From an optimization exercise on the open Yosys and OpenROAD flow, aimed at small area; shortcuts taken in it are not production practice. In this exercise RTL edits were held to simulation tests only and were not proved equivalent to the original. No activity file was given, so power comes from the tool's default toggle rates.

## alpha
## UART_TOP
module UART_TOP(
    input                I_CLK,
    input                I_RESET_N,
    input [3:0]          I_BAUD_RATE,
    input                I_BCLK_MODE,  
    input                I_CNT_EN,   
    input                I_CNT_LOAD,   
    input                I_PARITY_TYPE, 
    input                I_PARITY_EN,
    input                I_WR_EN,       
    input                I_RD_EN,       
    input [7:0]          I_WDATA,
    input                I_RX_IN,
    output logic        O_TX_OUT,
    output logic        O_RX_FULL,
    output logic        O_TX_EMPTY,
    output logic [15:0] O_RDATA,
    output logic        O_PARITY_ERR,
    output logic        O_RX_EMPTY
);
==> module BAUD_GEN, before the edit <==
module BAUD_GEN (
    input        I_CLK,
    input        I_RESET_N,
    input  [3:0] I_BAUD_RATE,
    input        I_BCLK_MODE,
    input        I_CNT_EN,
    input        I_CNT_LOAD,
    output logic O_BCLK
);
localparam logic [8:0] END_STATE = 9'b000000000;
logic [8:0] cnt_reg;
logic [8:0] divisor;
always_comb begin
    case ({I_BCLK_MODE, I_BAUD_RATE[1:0]})
        3'b000: divisor = 9'b000110111;  
        3'b001: divisor = 9'b101001001;  
        3'b010: divisor = 9'b000101101;  
        3'b011: divisor = 9'b010011001;  
        3'b100: divisor = 9'b001110110;  
        3'b101: divisor = 9'b101001101;  
        3'b110: divisor = 9'b100010001;  
        default: divisor = 9'b000010010;  
    endcase
end
wire at_end = (cnt_reg == END_STATE);
always_ff @(posedge I_CLK or negedge I_RESET_N) begin
    if (!I_RESET_N)
        cnt_reg <= END_STATE;
    else if (I_CNT_EN)
        cnt_reg <= (I_CNT_LOAD | at_end) ? divisor : {cnt_reg[7:0], ~(cnt_reg[4] ^ cnt_reg[8])};
end
assign O_BCLK = at_end & I_CNT_EN;
endmodule
==> module RECEIVER_SHIFT_REG, before the edit <==
module RECEIVER_SHIFT_REG (
    input              I_CLK,
    input              I_RESET_N,
    input              I_BCLK,
    input              I_FIFO_NFULL,
    input              I_RX_IN,
    input              I_PARITY_EN,
    input              I_PARITY_TYPE,
    output logic       O_PARITY_ERR,
    output logic       O_FIFO_WRITE,
    output logic [7:0] O_RDATA
);
localparam [3:0] P_IDLE   = 4'd0;
localparam [3:0] P_START  = 4'd1;
localparam [3:0] P_PARITY = 4'd2;
localparam [3:0] P_STOP   = 4'd3;
localparam [3:0] P_WRITE  = 4'd4;
localparam [3:0] P_D0     = 4'd8;    
localparam [3:0] P_D7     = 4'd15;
logic [1:0] rx_in_sync;
logic       falling_edge_reg;
logic [3:0] pos;
logic [3:0] baud_cnt;
logic [8:0] shift_reg_n;    
logic       par_acc;
wire rx       = rx_in_sync[1];
wire sample   = I_BCLK & (baud_cnt == 4'd7);
wire shifting = pos[3] | (pos == P_PARITY);
always_ff @(posedge I_CLK or negedge I_RESET_N) begin
    if (!I_RESET_N) begin
        rx_in_sync       <= 2'b11;
        falling_edge_reg <= 1'b1;
    end else begin
        rx_in_sync       <= {rx_in_sync[0], I_RX_IN};
        falling_edge_reg <= rx;
    end
end
always_ff @(posedge I_CLK or negedge I_RESET_N) begin
    if (!I_RESET_N)
        pos <= P_IDLE;
    else begin
        case (pos)
            P_IDLE:  if (~rx & falling_edge_reg & I_FIFO_NFULL) pos <= P_START;
            P_START: if (sample) pos <= rx ? P_IDLE : P_D0;
            P_D7:    if (sample) pos <= I_PARITY_EN ? P_PARITY : P_STOP;
            P_STOP:  if (sample) pos <= rx ? P_WRITE : P_IDLE;
            P_PARITY: if (sample) pos <= P_STOP;
            P_WRITE: pos <= P_IDLE;
            default: if (sample) pos <= pos + 4'd1;
        endcase
    end
end
always_ff @(posedge I_CLK) begin
    if ((pos == P_IDLE) | (pos == P_WRITE))
        baud_cnt <= '0;
    else if (I_BCLK)
        baud_cnt <= baud_cnt + 4'd1;
end
always_ff @(posedge I_CLK) begin
    if (shifting & sample) begin
        shift_reg_n <= {~rx, shift_reg_n[8:1]};
        par_acc   <= par_acc ^ rx;
    end else if (pos == P_IDLE) begin
        shift_reg_n[8] <= 1'b1;
        par_acc      <= 1'b0;
    end
end
always_ff @(posedge I_CLK or negedge I_RESET_N) begin
    if (!I_RESET_N)
        O_PARITY_ERR <= 1'b0;
    else if (~I_PARITY_EN | (pos == P_IDLE))
        O_PARITY_ERR <= 1'b0;
    else if ((pos == P_STOP) & sample)
        O_PARITY_ERR <= par_acc ^ I_PARITY_TYPE;
end
assign O_FIFO_WRITE = (pos == P_WRITE) & ~O_PARITY_ERR;
assign O_RDATA      = ~(I_PARITY_EN ? shift_reg_n[7:0] : shift_reg_n[8:1]);
endmodule
export LEC_CHECK = 0
export CAP_MARGIN = 20
export CORE_MARGIN = 2
export CORE_UTILIZATION = 40
export SLEW_MARGIN = 20
create_clock -name core_clock -period 20.0 [get_ports {I_CLK}]
standard.sh (not shown) runs the stock make flow with config.mk's settings and CLKGATE_MAP_FILE= SYNTH_SCRIPT=/design/flow/synth_recipe.tcl, a recipe that flattens the netlist after the stock synthesis.
==> flow/flow/run.sh <==
#!/bin/bash
# The standard layout (standard.sh), with these changes in how the layout
# is made:
#  - synthesis: flow/synth_area.tcl sources synth_recipe.tcl unchanged but has
#    Yosys's abc pass use the area-oriented ABC script flow/area.abc, and
#    ADDER_MAP_FILE is left empty so adders are mapped by ABC with the rest
#    of the logic instead of as separate half/full-adder cells. Registers are
#    mapped and named as in the standard synthesis.
#  - port buffering uses the smallest buffer (buf_1);
#  - clock tree synthesis clusters up to 30 sinks per leaf buffer
#    (clkbuf_16) within a 200 um diameter, uses clkbuf_4 for the root and
#    the branches above the leaf buffers, and inserts no dummy loads.
# make's full output goes to flow_make.log; each ORFS step (Yosys, OpenROAD)
# writes its own log under orfs/logs/.
set -euo pipefail
HERE=$(pwd)
export FLOW_SYNTH_TCL="$HERE/synth_recipe.tcl"
export FLOW_ABC_SCRIPT="$HERE/flow/area.abc"
export BUFFER_PORTS_ARGS="-buffer_cell sky130_fd_sc_hd__buf_1"
export CTS_ARGS="-sink_clustering_enable -repair_clock_nets -sink_clustering_size 30 -sink_clustering_max_diameter 200 -dont_use_dummy_load -root_buf sky130_fd_sc_hd__clkbuf_4 -tree_buf sky130_fd_sc_hd__clkbuf_4 -sink_clustering_buffer sky130_fd_sc_hd__clkbuf_16 -buf_list {sky130_fd_sc_hd__clkbuf_4 sky130_fd_sc_hd__clkbuf_16}"
bash standard.sh SYNTH_SCRIPT="$HERE/flow/synth_area.tcl" ADDER_MAP_FILE= finish > flow_make.log 2>&1
==> flow/flow/area.abc <==
strash
&get -n
&deepsyn -I 4 -J 50
&put
if -K 4 -a
mfs2 -a
strash
dc2
dch -f
amap -F 8 -A 8
==> flow/flow/synth_area.tcl <==
# The standard synthesis (synth_recipe.tcl, sourced unchanged), except
# that Yosys's abc pass maps the combinational logic with the area-oriented
# ABC script flow/area.abc instead of ORFS's speed script. Registers are
# mapped by dfflibmap as in the standard synthesis and keep their names.
proc abc {args} {
  set i [lsearch $args -script]
  if {$i >= 0} { lset args [expr {$i + 1}] $::env(FLOW_ABC_SCRIPT) }
  yosys abc {*}$args
}
source $::env(FLOW_SYNTH_TCL)
Changes in beta relative to alpha:
diff --git a/flow/design.v b/flow/design.v
--- a/flow/design.v
+++ b/flow/design.v
@@ -6,33 +6,32 @@
     input        I_BCLK_MODE,
     input        I_CNT_EN,
     input        I_CNT_LOAD,
     output logic O_BCLK
 );
-localparam logic [8:0] END_STATE = 9'b000000000;
 logic [8:0] cnt_reg;
 logic [8:0] divisor;
 always_comb begin
     case ({I_BCLK_MODE, I_BAUD_RATE[1:0]})
-        3'b000: divisor = 9'b000110111;  
-        3'b001: divisor = 9'b101001001;  
-        3'b010: divisor = 9'b000101101;  
-        3'b011: divisor = 9'b010011001;  
-        3'b100: divisor = 9'b001110110;  
-        3'b101: divisor = 9'b101001101;  
-        3'b110: divisor = 9'b100010001;  
-        default: divisor = 9'b000010010;  
+        3'b000: divisor = 9'b011100001;  
+        3'b001: divisor = 9'b100101010;  
+        3'b010: divisor = 9'b010101110;  
+        3'b011: divisor = 9'b011000101;  
+        3'b100: divisor = 9'b000101011;  
+        3'b101: divisor = 9'b010101111;  
+        3'b110: divisor = 9'b010010011;  
+        default: divisor = 9'b110110011;  
     endcase
 end
-wire at_end = (cnt_reg == END_STATE);
+wire zero = ~|cnt_reg;
 always_ff @(posedge I_CLK or negedge I_RESET_N) begin
     if (!I_RESET_N)
-        cnt_reg <= END_STATE;
+        cnt_reg <= '0;
     else if (I_CNT_EN)
-        cnt_reg <= (I_CNT_LOAD | at_end) ? divisor : {cnt_reg[7:0], ~(cnt_reg[4] ^ cnt_reg[8])};
+        cnt_reg <= (I_CNT_LOAD | zero) ? divisor : {cnt_reg[7:0], ~(cnt_reg[8] ^ cnt_reg[3])};
 end
-assign O_BCLK = at_end & I_CNT_EN;
+assign O_BCLK = zero & I_CNT_EN;
 endmodule
 `timescale 1ns/1ps
 module FIFO_SYNC (
     input              I_CLK,
     input              I_RESET_N,
@@ -108,11 +107,11 @@
 localparam [3:0] P_D7     = 4'd15;
 logic [1:0] rx_in_sync;
 logic       falling_edge_reg;
 logic [3:0] pos;
 logic [3:0] baud_cnt;
-logic [8:0] shift_reg_n;    
+logic [8:0] shift_reg;
 logic       par_acc;
 wire rx       = rx_in_sync[1];
 wire sample   = I_BCLK & (baud_cnt == 4'd7);
 wire shifting = pos[3] | (pos == P_PARITY);
 always_ff @(posedge I_CLK or negedge I_RESET_N) begin
@@ -145,14 +144,14 @@
     else if (I_BCLK)
         baud_cnt <= baud_cnt + 4'd1;
 end
 always_ff @(posedge I_CLK) begin
     if (shifting & sample) begin
-        shift_reg_n <= {~rx, shift_reg_n[8:1]};
+        shift_reg <= {rx, shift_reg[8:1]};
         par_acc   <= par_acc ^ rx;
     end else if (pos == P_IDLE) begin
-        shift_reg_n[8] <= 1'b1;
+        shift_reg[8] <= 1'b0;
         par_acc      <= 1'b0;
     end
 end
 always_ff @(posedge I_CLK or negedge I_RESET_N) begin
     if (!I_RESET_N)
@@ -161,11 +160,11 @@
         O_PARITY_ERR <= 1'b0;
     else if ((pos == P_STOP) & sample)
         O_PARITY_ERR <= par_acc ^ I_PARITY_TYPE;
 end
 assign O_FIFO_WRITE = (pos == P_WRITE) & ~O_PARITY_ERR;
-assign O_RDATA      = ~(I_PARITY_EN ? shift_reg_n[7:0] : shift_reg_n[8:1]);
+assign O_RDATA      = I_PARITY_EN ? shift_reg[7:0] : shift_reg[8:1];
 endmodule
 `timescale 1ns/1ps
 module TRANS_SHIFT_REG (
     input        I_CLK,
     input        I_BCLK,
==> comparison <==
Re basic-gate share of the synthesized area counting and, or, nand and nor cells: beta is 0.25 points down on alpha. Number of vias in the routed layout of beta exceeds that of alpha slightly. Cmp beta vs alpha: synthesized instance count higher in beta. Summary — proportion of power drawn by the clock network, beta relative to alpha: lower, by 0.3 points. beta vs alpha on overall power of the completed layout: beta is the higher one. Comparing alpha and beta, the higher routed wire length is on beta. On beta: final weighted congestion in routability-driven placement is about 2.4% lower than what alpha gave. [diff] final worst-path setup slack, beta relative to alpha: improvement.

==> afterwards: timing with drivers on the ports <==
No port has a modelled driver above. Below, the same layouts with a new extraction and two added sets of constraints.
Step 1 (the two cells are an assumption about what drives the block):
set clk [get_ports {I_CLK}]
set_driving_cell -lib_cell sky130_fd_sc_hd__clkbuf_16 $clk
set_driving_cell -lib_cell sky130_fd_sc_hd__buf_2 [delete_from_list [all_inputs] $clk]
Step 2 adds t to the input delays and takes it off the output delays; t is the mean of the earliest and latest rising clock arrival at the registers after step 1. Input paths then give back, and output paths get back, about the clock's delay inside the block.
a / b / c = no drivers / after step 1 / after step 2; a / b = the first two.
run | t, ns | slack for setup (ns) | cell pins on the clock port's net
alpha | 0.698 | 10.513 / 10.459 / 10.459 | 1
beta | 0.700 | 10.685 / 10.658 / 10.658 | 1
After both steps every run listed still meets setup and hold. The setup slack of alpha, which loses most, moves by -0.054 ns with the drivers and by -0.054 ns with both steps.
